This design comes from an exercise in tuning for small area, a short achievable clock period and few clock cycles on the open sky130 flow, not from production work.

==> run a <==
Design MandelbrotGen, start of the top module:
module MandelbrotGen(
		input Clk_100M,           
		input  [4:0]BTNS,         
		input  SW0,               
		input  SW15,              
		output reg [18:0] addrA,  
		output reg [11:0] dinA,   
		output reg wea            
    );
reg [4:0] btn_q;
reg sw0_q, rst_q;
always @(posedge Clk_100M) begin
	btn_q <= BTNS;
	sw0_q <= SW0;
	rst_q <= SW15;
end
wire restart     = rst_q | (|btn_q);
wire raw_restart = SW15 | (|BTNS);
reg [17:0] shift, re0, im0;    
reg [17:0] crn, cin;           
reg [9:0] xn;                  
reg [8:0] yn;                  
reg ipar;                      
reg hpar;                      
reg [17:0] zr1, zi1, cr1, ci1;
reg [7:0] n1;
reg v1, d1, t1;
reg [8:0] bone1, btwo1;          
reg [17:0] xh0_q;
reg [17:0] xh1_q;
reg [13:0] xl0_q;
reg [13:0] xl1_q;
reg [17:0] yh0_q;
reg [17:0] yh1_q;
reg [13:0] yl0_q;
reg [13:0] yl1_q;
reg [17:0] zh0_q;
reg [17:0] zh1_q;
reg [12:0] zl0_q;
reg [12:0] zl1_q;
reg [17:0] cr2, ci2;
reg [7:0] n2;
reg v2, d2, t2;
wire p0, p1;
mha u_p0 ((zr1[0] & zr1[4]), (zr1[1] & zr1[3]), p0, p1);
wire p2, p3;
mfa u_p2 ((zr1[0] & zr1[5]), (zr1[1] & zr1[4]), (zr1[3] & ~zr1[2]), p2, p3);
wire p4, p5;
mfa u_p4 ((zr1[0] & zr1[6]), (zr1[1] & zr1[5]), (zr1[2] & zr1[4]), p4, p5);
wire p6, p7;
mha u_p6 ((zr1[2] & zr1[3]), p3, p6, p7);
wire p8, p9;
mfa u_p8 ((zr1[0] & zr1[7]), (zr1[1] & zr1[6]), (zr1[2] & zr1[5]), p8, p9);
wire p10, p11;
mfa u_p10 ((zr1[4] & ~zr1[3]), p5, p8, p10, p11);
wire p12, p13;
mfa u_p12 ((zr1[0] & zr1[8]), (zr1[1] & zr1[7]), (zr1[2] & zr1[6]), p12, p13);
wire p14, p15;
mfa u_p14 ((zr1[3] & zr1[5]), (zr1[3] & zr1[4]), p9, p14, p15);
wire p16, p17;
mha u_p16 (p12, p14, p16, p17);
wire p18, p19;
mfa u_p18 ((zr1[0] & zr1[9]), (zr1[1] & zr1[8]), (zr1[2] & zr1[7]), p18, p19);
wire p20, p21;
mfa u_p20 ((zr1[3] & zr1[6]), (zr1[5] & ~zr1[4]), p13, p20, p21);
wire p22, p23;
  ...
export LEC_CHECK = 0
export ABC_CLOCK_PERIOD_IN_PS = 3000
export CAP_MARGIN = 70
export CORE_MARGIN = 2
export CORE_UTILIZATION = 40
export SETUP_SLACK_MARGIN = 5
export SLEW_MARGIN = 70
export SYNTH_HIERARCHICAL = 1
export SYNTH_MINIMUM_KEEP_SIZE = 0
create_clock -name core_clock -period 11.0 [get_ports {Clk_100M}]
run.sh (not shown) runs the stock make flow with config.mk's settings and CLKGATE_MAP_FILE= SYNTH_SCRIPT=/design/flow/synth_recipe.tcl, a recipe that flattens the netlist after the stock synthesis.
==> run b (differences from run a) <==
--- a/flow/design.v
+++ b/flow/design.v
@@ -3,48 +3,61 @@
 		input  [4:0]BTNS,         
 		input  SW0,               
 		input  SW15,              
 		output reg [18:0] addrA,  
 		output reg [11:0] dinA,   
 		output reg wea            
     );
-reg [4:0] btn_q;
-reg sw0_q, rst_q;
+reg rst_q;        
+reg restart;      
+reg pan_im;       
+reg pan_re;       
+reg pan_sub;      
+reg zoom;         
+reg sw0_q;        
+wire raw_restart = SW15 | (|BTNS);
 always @(posedge Clk_100M) begin
-	btn_q <= BTNS;
-	sw0_q <= SW0;
-	rst_q <= SW15;
+	rst_q   <= SW15;
+	restart <= raw_restart;
+	pan_im  <= ~SW15 & (BTNS[0] | BTNS[1]);
+	pan_re  <= ~SW15 & ~BTNS[0] & ~BTNS[1] & (BTNS[3] | BTNS[4]);
+	pan_sub <= BTNS[0] | (~BTNS[1] & BTNS[3]);
+	zoom    <= BTNS[2];
+	sw0_q   <= SW0;
 end
-wire restart     = rst_q | (|btn_q);
-wire raw_restart = SW15 | (|BTNS);
 reg [17:0] shift, re0, im0;    
 reg [17:0] crn, cin;           
 reg [9:0] xn;                  
 reg [8:0] yn;                  
-reg ipar;                      
-reg hpar;                      
+reg row_end;                   
+reg [1:0] ipar;                
+reg [1:0] hpar;                
 reg [17:0] zr1, zi1, cr1, ci1;
-reg [7:0] n1;
-reg v1, d1, t1;
+reg [7:0] n1;                  
+reg v1, d1;                    
+reg [1:0] t1;                  
 reg [8:0] bone1, btwo1;          
 reg [17:0] xh0_q;
 reg [17:0] xh1_q;
-reg [13:0] xl0_q;
-reg [13:0] xl1_q;
+reg [0:0] xc_q;
 reg [17:0] yh0_q;
 reg [17:0] yh1_q;
-reg [13:0] yl0_q;
-reg [13:0] yl1_q;
+reg [0:0] yc_q;
 reg [17:0] zh0_q;
 reg [17:0] zh1_q;
 reg [12:0] zl0_q;
 reg [12:0] zl1_q;
 reg [17:0] cr2, ci2;
 reg [7:0] n2;
-reg v2, d2, t2;
+reg v2, d2;
+reg [1:0] t2;
+reg [17:0] zr3, zi3, cr3, ci3;
+reg [7:0] n3;
+reg v3, d3, e3;                
+reg [1:0] t3;
 wire p0, p1;
 mha u_p0 ((zr1[0] & zr1[4]), (zr1[1] & zr1[3]), p0, p1);
 wire p2, p3;
 mfa u_p2 ((zr1[0] & zr1[5]), (zr1[1] & zr1[4]), (zr1[3] & ~zr1[2]), p2, p3);
 wire p4, p5;
 mfa u_p4 ((zr1[0] & zr1[6]), (zr1[1] & zr1[5]), (zr1[2] & zr1[4]), p4, p5);
 wire p6, p7;
@@ -275,14 +288,15 @@
 mfa u_p230 (~(zr1[12] & zr1[17]), (zr1[13] & zr1[16]), (zr1[15] & ~zr1[14]), p230, p231);
 wire p232, p233;
 mfa u_p232 (p225, p230, p227, p232, p233);
 wire p234, p235;
 mfa u_p234 (~(zr1[13] & zr1[17]), (zr1[14] & zr1[16]), (zr1[14] & zr1[15]), p234, p235);
 wire p236, p237;
 mha u_p236 (p231, p234, p236, p237);
+wire [14:0] x_lo = {1'b0, {p46, p31, p30, p17, p11, p7, p4, p1, (zr1[1] & zr1[2]), (zr1[0] & zr1[3]), (zr1[0] & zr1[2]), (zr1[1] & ~zr1[0]), 1'b0, zr1[0]}} + {1'b0, {p48, p38, p23, p22, p16, p10, p6, p2, p0, (zr1[2] & ~zr1[1]), (zr1[0] & zr1[1]), 1'b0, 1'b0, 1'b0}};
 wire p238, p239;
 mha u_p238 ((zi1[0] & zi1[4]), (zi1[1] & zi1[3]), p238, p239);
 wire p240, p241;
 mfa u_p240 ((zi1[0] & zi1[5]), (zi1[1] & zi1[4]), (zi1[3] & ~zi1[2]), p240, p241);
 wire p242, p243;
 mfa u_p242 ((zi1[0] & zi1[6]), (zi1[1] & zi1[5]), (zi1[2] & zi1[4]), p242, p243);
 wire p244, p245;
@@ -513,14 +527,15 @@
 mfa u_p468 (~(zi1[12] & zi1[17]), (zi1[13] & zi1[16]), (zi1[15] & ~zi1[14]), p468, p469);
 wire p470, p471;
 mfa u_p470 (p463, p468, p465, p470, p471);
 wire p472, p473;
 mfa u_p472 (~(zi1[13] & zi1[17]), (zi1[14] & zi1[16]), (zi1[14] & zi1[15]), p472, p473);
 wire p474, p475;
 mha u_p474 (p469, p472, p474, p475);
+wire [14:0] y_lo = {1'b0, {p284, p269, p268, p255, p249, p245, p242, p239, (zi1[1] & zi1[2]), (zi1[0] & zi1[3]), (zi1[0] & zi1[2]), (zi1[1] & ~zi1[0]), 1'b0, zi1[0]}} + {1'b0, {p286, p276, p261, p260, p254, p248, p244, p240, p238, (zi1[2] & ~zi1[1]), (zi1[0] & zi1[1]), 1'b0, 1'b0, 1'b0}};
 wire p476 = zi1[1] ^ (bone1[0] & zr1[0]);
 wire p477 = zi1[1] ^ ((bone1[0] & zr1[1]) | (btwo1[0] & zr1[0]));
 wire p478 = zi1[1] ^ ((bone1[0] & zr1[2]) | (btwo1[0] & zr1[1]));
 wire p479 = zi1[1] ^ ((bone1[0] & zr1[3]) | (btwo1[0] & zr1[2]));
 wire p480 = zi1[1] ^ ((bone1[0] & zr1[4]) | (btwo1[0] & zr1[3]));
 wire p481 = zi1[1] ^ ((bone1[0] & zr1[5]) | (btwo1[0] & zr1[4]));
 wire p482 = zi1[1] ^ ((bone1[0] & zr1[6]) | (btwo1[0] & zr1[5]));
@@ -960,26 +975,22 @@
 mha u_p915 (p908, p913, p915, p916);
 wire p917, p918;
 mfa u_p917 (p608, p625, p640, p917, p918);
 wire p919, p920;
 mfa u_p919 (p912, p917, p914, p919, p920);
 wire [17:0] xh0_w = {p236, p229, p228, p217, p216, p201, p200, p181, p180, p157, p156, p129, p113, p97, p94, p71, p59, p49};
 wire [17:0] xh1_w = {p233, p232, p223, p222, p209, p208, p191, p190, p169, p168, p143, p142, p128, p112, p96, p82, p70, p58};
-wire [13:0] xl0_w = {p46, p31, p30, p17, p11, p7, p4, p1, (zr1[1] & zr1[2]), (zr1[0] & zr1[3]), (zr1[0] & zr1[2]), (zr1[1] & ~zr1[0]), 1'b0, zr1[0]};
-wire [13:0] xl1_w = {p48, p38, p23, p22, p16, p10, p6, p2, p0, (zr1[2] & ~zr1[1]), (zr1[0] & zr1[1]), 1'b0, 1'b0, 1'b0};
+wire [0:0] xc_w = {x_lo[14]};
 wire [17:0] yh0_w = {p474, p467, p466, p455, p454, p439, p438, p419, p418, p395, p394, p367, p351, p335, p332, p309, p297, p287};
 wire [17:0] yh1_w = {p471, p470, p461, p460, p447, p446, p429, p428, p407, p406, p381, p380, p366, p350, p334, p320, p308, p296};
-wire [13:0] yl0_w = {p284, p269, p268, p255, p249, p245, p242, p239, (zi1[1] & zi1[2]), (zi1[0] & zi1[3]), (zi1[0] & zi1[2]), (zi1[1] & ~zi1[0]), 1'b0, zi1[0]};
-wire [13:0] yl1_w = {p286, p276, p261, p260, p254, p248, p244, p240, p238, (zi1[2] & ~zi1[1]), (zi1[0] & zi1[1]), 1'b0, 1'b0, 1'b0};
+wire [0:0] yc_w = {y_lo[14]};
 wire [17:0] zh0_w = {p916, p915, p904, p903, p888, p887, p868, p867, p844, p843, p816, p815, p784, p768, p752, p738, p724, p721};
 wire [17:0] zh1_w = {p919, p910, p909, p896, p895, p878, p877, p856, p855, p830, p829, p800, p799, p783, p767, p751, p737, p723};
 wire [12:0] zl0_w = {p700, p690, p687, p677, p664, p661, p655, p649, p645, p642, p495, p477, zi1[1]};
 wire [12:0] zl1_w = {p711, p699, p689, p679, p671, p663, p657, p651, p647, p643, p641, 1'b0, p476};
-wire [14:0] x_lo = {1'b0, xl0_q} + {1'b0, xl1_q};
-wire [14:0] y_lo = {1'b0, yl0_q} + {1'b0, yl1_q};
 wire [13:0] z_lo = {1'b0, zl0_q} + {1'b0, zl1_q};
 wire q0, q1;
 mfa u_q0 (xh0_q[0], xh1_q[0], yh0_q[0], q0, q1);
 wire q2, q3;
 mfa u_q2 (xh0_q[1], xh1_q[1], yh0_q[1], q2, q3);
 wire q4, q5;
 mfa u_q4 (xh0_q[2], xh1_q[2], yh0_q[2], q4, q5);
@@ -1118,15 +1129,15 @@
 wire q138, q139;
 mfa u_q138 (q102, q101, ~yh1_q[15], q138, q139);
 wire q140, q141;
 mfa u_q140 (q104, q103, ~yh1_q[16], q140, q141);
 wire q142, q143;
 mfa u_q142 (q106, q105, ~yh1_q[17], q142, q143);
 wire q144, q145;
-mfa u_q144 (q108, x_lo[14], cr2[0], q144, q145);
+mfa u_q144 (q108, xc_q[0], cr2[0], q144, q145);
 wire q146, q147;
 mfa u_q146 (q110, q109, cr2[1], q146, q147);
 wire q148, q149;
 mfa u_q148 (q112, q111, cr2[2], q148, q149);
 wire q150, q151;
 mfa u_q150 (q114, q113, cr2[3], q150, q151);
 wire q152, q153;
@@ -1189,37 +1200,34 @@
 mfa u_q208 (zh0_q[14], zh1_q[14], ci2[14], q208, q209);
 wire q210, q211;
 mfa u_q210 (zh0_q[15], zh1_q[15], ci2[15], q210, q211);
 wire q212, q213;
 mfa u_q212 (zh0_q[16], zh1_q[16], ci2[16], q212, q213);
 wire q214, q215;
 mfa u_q214 (zh0_q[17], zh1_q[17], ci2[17], q214, q215);
-wire [18:0] s_sum_t = {{q70, q68, q66, q64, q62, q60, q58, q56, q54, q52, q50, q48, q46, q44, q42, q40, q38, q36}, y_lo[14]} + {{q69, q67, q65, q63, q61, q59, q57, q55, q53, q51, q49, q47, q45, q43, q41, q39, q37, x_lo[14]}, y_lo[14]};
+wire [18:0] s_sum_t = {{q70, q68, q66, q64, q62, q60, q58, q56, q54, q52, q50, q48, q46, q44, q42, q40, q38, q36}, yc_q[0]} + {{q69, q67, q65, q63, q61, q59, q57, q55, q53, q51, q49, q47, q45, q43, q41, q39, q37, xc_q[0]}, yc_q[0]};
 wire [17:0] s_sum = s_sum_t[18:1];
-wire [18:0] nzr_t = {{q178, q176, q174, q172, q170, q168, q166, q164, q162, q160, q158, q156, q154, q152, q150, q148, q146, q144}, 1'b0} + {{q177, q175, q173, q171, q169, q167, q165, q163, q161, q159, q157, q155, q153, q151, q149, q147, q145, ~y_lo[14]}, 1'b0};
+wire [18:0] nzr_t = {{q178, q176, q174, q172, q170, q168, q166, q164, q162, q160, q158, q156, q154, q152, q150, q148, q146, q144}, 1'b0} + {{q177, q175, q173, q171, q169, q167, q165, q163, q161, q159, q157, q155, q153, q151, q149, q147, q145, ~yc_q[0]}, 1'b0};
 wire [17:0] nzr = nzr_t[18:1];
 wire [18:0] nzi_t = {{q214, q212, q210, q208, q206, q204, q202, q200, q198, q196, q194, q192, q190, q188, q186, q184, q182, q180}, 1'b0} + {{q213, q211, q209, q207, q205, q203, q201, q199, q197, q195, q193, q191, q189, q187, q185, q183, q181, z_lo[13]}, 1'b0};
 wire [17:0] nzi = nzi_t[18:1];
-wire esc_s  = ~s_sum[17] & s_sum[16] & (|s_sum[15:0]);
-wire fin    = v2 & (d2 | esc_s | (n2 == 8'd150));
-wire retire = fin & (t2 == hpar) & ~restart;
-wire take   = (~v2 | retire) & ~restart;
-wire pan_im  = ~rst_q & (btn_q[0] | btn_q[1]);
-wire pan_re  = ~rst_q & ~btn_q[0] & ~btn_q[1] & (btn_q[3] | btn_q[4]);
-wire row_end = (xn == 10'd639);
-wire [17:0] add_a = restart ? (pan_im ? im0 : re0) : (row_end ? cin : crn);
-wire [17:0] add_b = restart ? {shift[12:0], 5'b0} : shift;
-wire add_sub = restart ? (btn_q[0] | (~btn_q[1] & btn_q[3])) : row_end;
+wire esc_s = ~s_sum[17] & s_sum[16] & (|s_sum[15:0]);
+wire retire = v3 & d3 & (t3 == hpar) & ~restart;
+wire take   = (~v3 | retire) & ~restart;
+wire pan = pan_im | pan_re;
+wire [17:0] add_a = pan_im ? im0 : pan_re ? re0 : row_end ? cin : crn;
+wire [17:0] add_b = pan ? {shift[12:0], 5'b0} : shift;
+wire add_sub = pan ? pan_sub : row_end;
 wire [17:0] add_r = add_a + (add_b ^ {18{add_sub}}) + {17'b0, add_sub};
 wire [17:0] pre0 = pan_re ? add_r : re0;
 wire [17:0] pim0 = pan_im ? add_r : im0;
 reg [17:0] nshift, nre0, nim0;
 always @* begin
 	nshift = shift; nre0 = pre0; nim0 = pim0;
-	if (btn_q[2]) begin
+	if (zoom) begin
 		if (!sw0_q) begin
 			nshift = {shift[16:0], 1'b0};
 			nre0   = {pre0[16:0], 1'b0};
 			nim0   = {pim0[16:0], 1'b0};
 		end else begin
 			nshift = {1'b0, shift[17:1]};
 			nre0   = {pre0[17], pre0[17:1]};
@@ -1228,55 +1236,58 @@
 	end
 	if (rst_q) begin
 		nshift = 18'd64;
 		nre0   = 18'h3B000;    
 		nim0   = 18'h03C00;    
 	end
 end
-wire [17:0] zr_nx = take ? crn : nzr;
-wire [17:0] zi_nx = take ? cin : nzi;
+wire [17:0] zr_nx = take ? crn : zr3;
+wire [17:0] zi_nx = take ? cin : zi3;
 wire [18:0] zi_nx_e = {zi_nx, 1'b0};
 wire [8:0] bone_nx, btwo_nx;
 genvar gk;
 generate for (gk = 0; gk < 9; gk = gk + 1) begin : g_benc
 	assign bone_nx[gk] = zi_nx_e[2*gk+1] ^ zi_nx_e[2*gk];
 	assign btwo_nx[gk] = (zi_nx_e[2*gk+2] & ~zi_nx_e[2*gk+1] & ~zi_nx_e[2*gk]) | (~zi_nx_e[2*gk+2] & zi_nx_e[2*gk+1] & zi_nx_e[2*gk]);
 end endgenerate
 always @(posedge Clk_100M) begin
 	xh0_q <= xh0_w;
 	xh1_q <= xh1_w;
-	xl0_q <= xl0_w;
-	xl1_q <= xl1_w;
+	xc_q <= xc_w;
 	yh0_q <= yh0_w;
 	yh1_q <= yh1_w;
-	yl0_q <= yl0_w;
-	yl1_q <= yl1_w;
+	yc_q <= yc_w;
 	zh0_q <= zh0_w;
 	zh1_q <= zh1_w;
 	zl0_q <= zl0_w;
 	zl1_q <= zl1_w;
 	cr2 <= cr1; ci2 <= ci1; n2 <= n1; d2 <= d1; t2 <= t1;
 	v2 <= v1 & ~restart;
+	zr3 <= nzr; zi3 <= nzi; cr3 <= cr2; ci3 <= ci2; n3 <= n2; d3 <= d2; t3 <= t2;
+	e3 <= esc_s | (n2 == 8'd149);
+	v3 <= v2 & ~restart;
 	zr1 <= zr_nx;
 	zi1 <= zi_nx;
 	bone1 <= bone_nx; btwo1 <= btwo_nx;
 	if (take) begin
 		cr1 <= crn; ci1 <= cin;
-		n1 <= 8'd1; d1 <= 1'b0; t1 <= ipar;
+		n1 <= 8'd0; d1 <= 1'b0; t1 <= ipar;
 	end else begin
-		cr1 <= cr2; ci1 <= ci2;
-		n1 <= fin ? n2 : n2 + 8'd1;
-		d1 <= fin; t1 <= t2;
+		cr1 <= cr3; ci1 <= ci3;
+		n1 <= d3 ? n3 : n3 + 8'd1;
+		d1 <= d3 | e3; t1 <= t3;
 	end
-	v1 <= ~restart & (v2 | take);
+	v1 <= ~restart & (v3 | take);
 	if (restart) begin
 		shift <= nshift; re0 <= nre0; im0 <= nim0;
-		crn <= nre0; cin <= nim0; xn <= 10'd0; yn <= 9'd0; ipar <= 1'b0;
+		crn <= nre0; cin <= nim0; xn <= 10'd0; yn <= 9'd0;
+		row_end <= 1'b0; ipar <= 2'd0;
 	end else if (take) begin
-		ipar <= ~ipar;
+		ipar <= ipar + 2'd1;
+		row_end <= (xn == 10'd638);
 		if (row_end) begin
 			xn  <= 10'd0;
 			crn <= re0;
 			if (yn == 9'd479) begin
 				yn  <= 9'd0;
 				cin <= im0;
 			end else begin
@@ -1287,20 +1298,20 @@
 			xn  <= xn + 10'd1;
 			crn <= add_r;
 		end
 	end
 	wea <= retire & ~raw_restart;
 	if (restart) begin
 		addrA <= 19'd307199;
-		hpar  <= 1'b0;
+		hpar  <= 2'd0;
 	end else if (retire) begin
 		addrA <= (addrA == 19'd307199) ? 19'd0 : addrA + 19'd1;
-		dinA  <= (n2 == 8'd150) ? 12'h000 : {4'b0100, n2};
-		hpar  <= ~hpar;
+		hpar  <= hpar + 2'd1;
 	end
+	dinA <= (n3 == 8'd150) ? 12'h000 : {4'b0100, n3};
 end
 endmodule
 module mfa(input a, input b, input c, output s, output co);
 	assign s  = a ^ b ^ c;
 	assign co = (a & b) | (a & c) | (b & c);
 endmodule
 module mha(input a, input b, output s, output co);
==> flow/flow/run.sh (new file) <==
#!/bin/bash
# Layout flow: the standard synthesis, then the standard ORFS layout steps
# with the resizer's timing repair aiming for a larger setup slack margin, so
# that it shortens the critical paths below the clock period. Each tool's
# output goes to a log here.
set -euo pipefail
MARGIN=7.6
bash standard.sh synth > synth.log 2>&1
sed -e "s/SETUP_SLACK_MARGIN=[0-9.]*/SETUP_SLACK_MARGIN=$MARGIN/" standard.sh > layout.sh
bash layout.sh > layout.log 2>&1
==> flow/standard.sh (new file) <==
#!/bin/bash
# synth_recipe.tcl (not shown) runs the flow's synth.tcl, then flattens the netlist and writes it again
# the make line also repeats each setting of config.mk as NAME=value (left out here)
make -C /OpenROAD-flow-scripts/flow DESIGN_CONFIG=/design/flow/config.mk WORK_HOME=/design/flow/orfs CLKGATE_MAP_FILE= SYNTH_SCRIPT=/design/flow/synth_recipe.tcl "${@:-finish}"
==> flow/config.mk (replaced) <==
export PLATFORM = sky130hd
export DESIGN_NAME = MandelbrotGen
export DESIGN_NICKNAME = MandelbrotGen
export VERILOG_FILES = /design/flow/design.v
export SDC_FILE = /design/flow/constraint.sdc
export NUM_CORES = 8
export LEC_CHECK = 0
export CAP_MARGIN = 70
export CORE_MARGIN = 2
export CORE_UTILIZATION = 40
export SETUP_SLACK_MARGIN = 5
export SLEW_MARGIN = 70
export SYNTH_HIERARCHICAL = 1
export SYNTH_MINIMUM_KEEP_SIZE = 0
export TNS_END_PERCENT = 0
removed: flow/run.sh
==> run notes <==
Against run a, the synthesized cell count of run b is lower by about 2.2%. Maximum frequency: run a is smaller than run b (about 27%). Non-clock buffer count: run a is higher than run b (16). Of run b and run a, run b has the higher register-to-register slack (gap 1.5 ns). In run a the via count is larger than in run b, by about 5%. Worst hold slack: run b is better than run a (0.018 ns). Between run a and run b, the lower clock-buffer cell count is in run a (gap 2). Between run b and run a, the lower cell count is in run b (gap about 1.3%, measured against run a). In final area, run a and run b hardly differ. Against run a, the synthesized area of run b is higher by 0.54%.
==> figures <==
Wire length of the first global-routing pass: run b 142000 µm; run a 148000 µm
Clock tree sinks: run b 519; run a 471
Portion of synthesized cell area occupied by the leading cell type: run b 24.6%; run a 24.7%
Multi-input gate share of total cell area: run b 59.0%; run a 60.4%
Number of buffers other than clock buffers in the final layout: run b 105; run a 121
Ratio of cells with drive above 1 in the final layout: run b 8.97%; run a 9.92%
Critical R2R Launch: run b pan_im$_DFF_P_; run a xl0_q[4]$_DFF_P_
Simple-Gate Fraction of Synth Area: run b 14.2%; run a 14.0%
Area share of buffers outside the clock network: run b 2.86%; run a 3.32%
Instance area at placement: run b 0.0375 mm²; run a 0.0374 mm²
Dominant cell type by count on the critical path: run b buf_4; run a a21oi_1
Data required time of the worst path: run b 11.39 ns; run a 11.50 ns
Upper clock frequency limit: run b 0.241 GHz; run a 0.177 GHz
Start point of the critical path: run b pan_im$_DFF_P_; run a xl0_q[4]$_DFF_P_
Post-synthesis to final-layout area growth: run b 11.5%; run a 12.0%
Number of flip-flops and latches: run b 519; run a 471
Status: run b complete, no violations; run a complete, no violations
No functional check of the RTL was part of any run of this note.

-- separate check: timing with driven ports --
In the flow no input, the clock included, has a driving cell. The finished layouts below were timed again as built, in two steps.
Step 1 (the two cells are an assumption about what drives the block):
set clk [get_ports {Clk_100M}]
set_driving_cell -lib_cell sky130_fd_sc_hd__clkbuf_16 $clk
set_driving_cell -lib_cell sky130_fd_sc_hd__buf_2 [delete_from_list [all_inputs] $clk]
Step 2, shift: input delay + t, output delay - t, t = (earliest + latest rising clock arrival at the registers) / 2. This alone moves slack from input paths to output paths.
a / b / c = ideal ports / drivers / drivers and shift; a / b = the first two.
| run | shift t [ns] | slack for setup (ns) | worst hold slack (ns) | slew at the worst register clock pin (ns) | worst slew at a driven data input, ns |
|---|---|---|---|---|---|
| run a | 0.698 | 5.343 / 5.343 / 5.343 | 0.301 / 0.301 / 0.301 | 0.07 / 0.07 | 0.03 |
| run b | 0.692 | 6.856 / 6.856 / 6.856 | 0.319 / 0.319 / 0.319 | 0.07 / 0.07 | 0.03 |
After both steps setup and hold are still met in every run listed.
